What follows belongs to an exercise in optimizing a design on an open flow for small area; a production flow would make more cautious choices.
The RTL was checked by simulation tests, not by an equivalence proof against the original design.

== P ==
==> flow/design.v (excerpt) <==
module AudioEffects(
input AUD_BCLK,
input rst,
input sw1,
input sw2,
input sw3,
input sw4,
input sw5,
input AUD_ADCDAT,
input AUD_ADCLRCK,
input AUD_DACLRCK,
output AUD_DACDAT
);
wire [15:0] adcL, adcR;
wire dacLoad;
wire phase;         
wire dacBit;
AudioADC myADC(
.AUD_BCLK(AUD_BCLK),
.rst(rst),
.AUD_ADCLRCK(AUD_ADCLRCK),
.AUD_ADCDAT(AUD_ADCDAT),
.dataL(adcL),
.dataR(adcR)
);
reg [143:0] lineL;
reg [143:0] lineR;
reg shiftR;
always @(posedge AUD_BCLK)
begin
	shiftR <= AUD_DACLRCK;
	if (AUD_DACLRCK == 1)
		lineL <= {lineL[127:0], adcL};
	if (shiftR == 1)
		lineR <= {lineR[127:0], adcR};
end
reg [3:0] selD;
always @(posedge AUD_BCLK)
	selD <= {sw5, sw4, sw3, sw2};
wire [3:0] sel = phase ? selD : {sw5, sw4, sw3, sw2};
wire [143:0] x = phase ? lineR : lineL;
wire [15:0] dflt = phase ? adcR : adcL;
wire [15:0] half;
FxCore core(.x(x), .dflt(dflt),
	.lpf(sel == 4'b1000), .hpf(sel == 4'b0100), .comb(sel == 4'b0010), .mavg(sel == 4'b0001),
	.y(half));
AudioDAC myDAC(
.AUD_BCLK(AUD_BCLK),
.rst(rst),
.AUD_DACLRCK(AUD_DACLRCK),
.half(half),
.load(dacLoad),
.loadLo(phase),
.AUD_DACDAT(dacBit)
);
assign AUD_DACDAT = sw1 & dacBit;
endmodule
export LEC_CHECK = 0
export CAP_MARGIN = 20
export CORE_MARGIN = 2
export CORE_UTILIZATION = 40
export CTS_BUF_LIST = sky130_fd_sc_hd__clkbuf_16
export CTS_CLUSTER_SIZE = 30
export SLEW_MARGIN = 20
create_clock -name core_clock -period 10.0 [get_ports {AUD_BCLK}]
run.sh (not shown) runs the stock make flow with config.mk's settings and CLKGATE_MAP_FILE= SYNTH_SCRIPT=/design/flow/synth_recipe.tcl, a recipe that flattens the netlist after the stock synthesis.
Both conditions hold for P: the flow ran to the end and the final layout passed the timing, DRC and antenna checks.
Here is what was changed in the inputs of Q compared with P.
Settings: CTS_BUF_LIST removed (was sky130_fd_sc_hd__clkbuf_16); CORE_UTILIZATION changed from 40 to 60; CTS_CLUSTER_SIZE removed (was 30).
--- outcome ---
Between P and Q, the flow reports well tap count decreasing by more than a quarter. Re flip-flop and latch count after synthesis: no difference whatsoever between P and Q. Q vs P — die extent in y dropped by more than 10%. | wire length of the first global-routing pass | Q vs P | 0.40% higher |. Between P and Q, the post-placement cell count is higher for P. Q -> P: design area flat. Q ends up with higher global-route usage than P does. Q against P: via count +about 1.1%, wire length +0.30%, sequential share of layout area shows no meaningful change, floorplan die area fell by about 33%.
diff inputs: Q => R
Settings: CTS_CLUSTER_DIAMETER: unset -> 50; CTS_CLUSTER_SIZE: unset -> 20; CTS_BUF_LIST: unset -> sky130_fd_sc_hd__clkbuf_8; CORE_UTILIZATION: 60 -> 40.
--- outcome ---
NOTE via count Q->R decreased slightly. Diff Q and R: HPWL reported at the end of detailed placement higher in Q. Looking at routing layer with the top usage in global route, the met2 result is from Q; the met1 one comes from R. From R to Q, total of endpoints with negative setup slack in the final report did not move at all. R reached the final stage; the timing, DRC and antenna checks on its layout passed.
For S, these inputs were changed with respect to R:
Settings: removing CTS_CLUSTER_SIZE (formerly 20); removing CTS_CLUSTER_DIAMETER (formerly 50); removing CTS_BUF_LIST (formerly sky130_fd_sc_hd__clkbuf_8); setting GPL_TIMING_DRIVEN to 0 for the first time.
Notes after the runs:
The met1 track demand over resource in S sits 0.79 points above the value recorded for R. The higher number of buffers inserted by post-CTS setup repair of S and R is in S. Post-route cell area: S > R. The sequential share of layout area of S falls short of that of R by 1.4 points. For sequential cell count, R and S come out practically identical. Relative to R, number of DRC markers in iteration 0 decreased by 60 in S. S ends up with a global-route usage that is 1.6 points higher than in R.
[inputs] T vs S
Settings: GPL_TIMING_DRIVEN no longer set, was 0.
==> comparison <==
In T the setup slack after layout turned out 0.012 ns lower than in S. [compare] base=S new=T: core outline area ~0 delta, slew of the pin with the lowest slew margin -0.11 ns, hold slack +0.010 ns, non-clock buffer count +about 14%. Across both runs, highest fanout seen on the critical path was lower for T than for S. T packs its core looser than S. Of T and S, the lower time the final worst path needs with I/O delays and setup belongs to S.

## separate check: timing with driven ports
Ports are ideal in the flow. The routed layouts listed here were re-timed in OpenROAD. Step 1, drivers: a clkbuf_16 drives AUD_BCLK and a buf_2 each remaining input, both assumed. Step 2 adds t to the input delays and takes it off the output delays; t is the mean of the earliest and latest rising clock arrival at the registers after step 1. Input paths then give back, and output paths get back, about the clock's delay inside the block. Three values: ideal ports, drivers, drivers and shift; two values: the first two.
run | shift t [ns] | setup slack, ns | hold slack, ns
P | 0.631 | 0.327 / 0.358 / -0.272 | 0.337 / 0.337 / 0.337
Q | 0.594 | 0.329 / 0.330 / -0.264 | 0.327 / 0.327 / 0.327
R | 0.675 | 0.341 / 0.367 / -0.309 | 0.348 / 0.348 / 0.348
S | 0.632 | 0.328 / 0.328 / -0.238 | 0.326 / 0.326 / 0.326
T | 0.631 | 0.316 / 0.347 / -0.285 | 0.336 / 0.336 / 0.336
With both steps, setup timing fails in every run listed, where it was met with ideal ports. For R, which loses most, drivers alone change the setup slack by +0.026 ns; drivers and shift together by -0.650 ns.
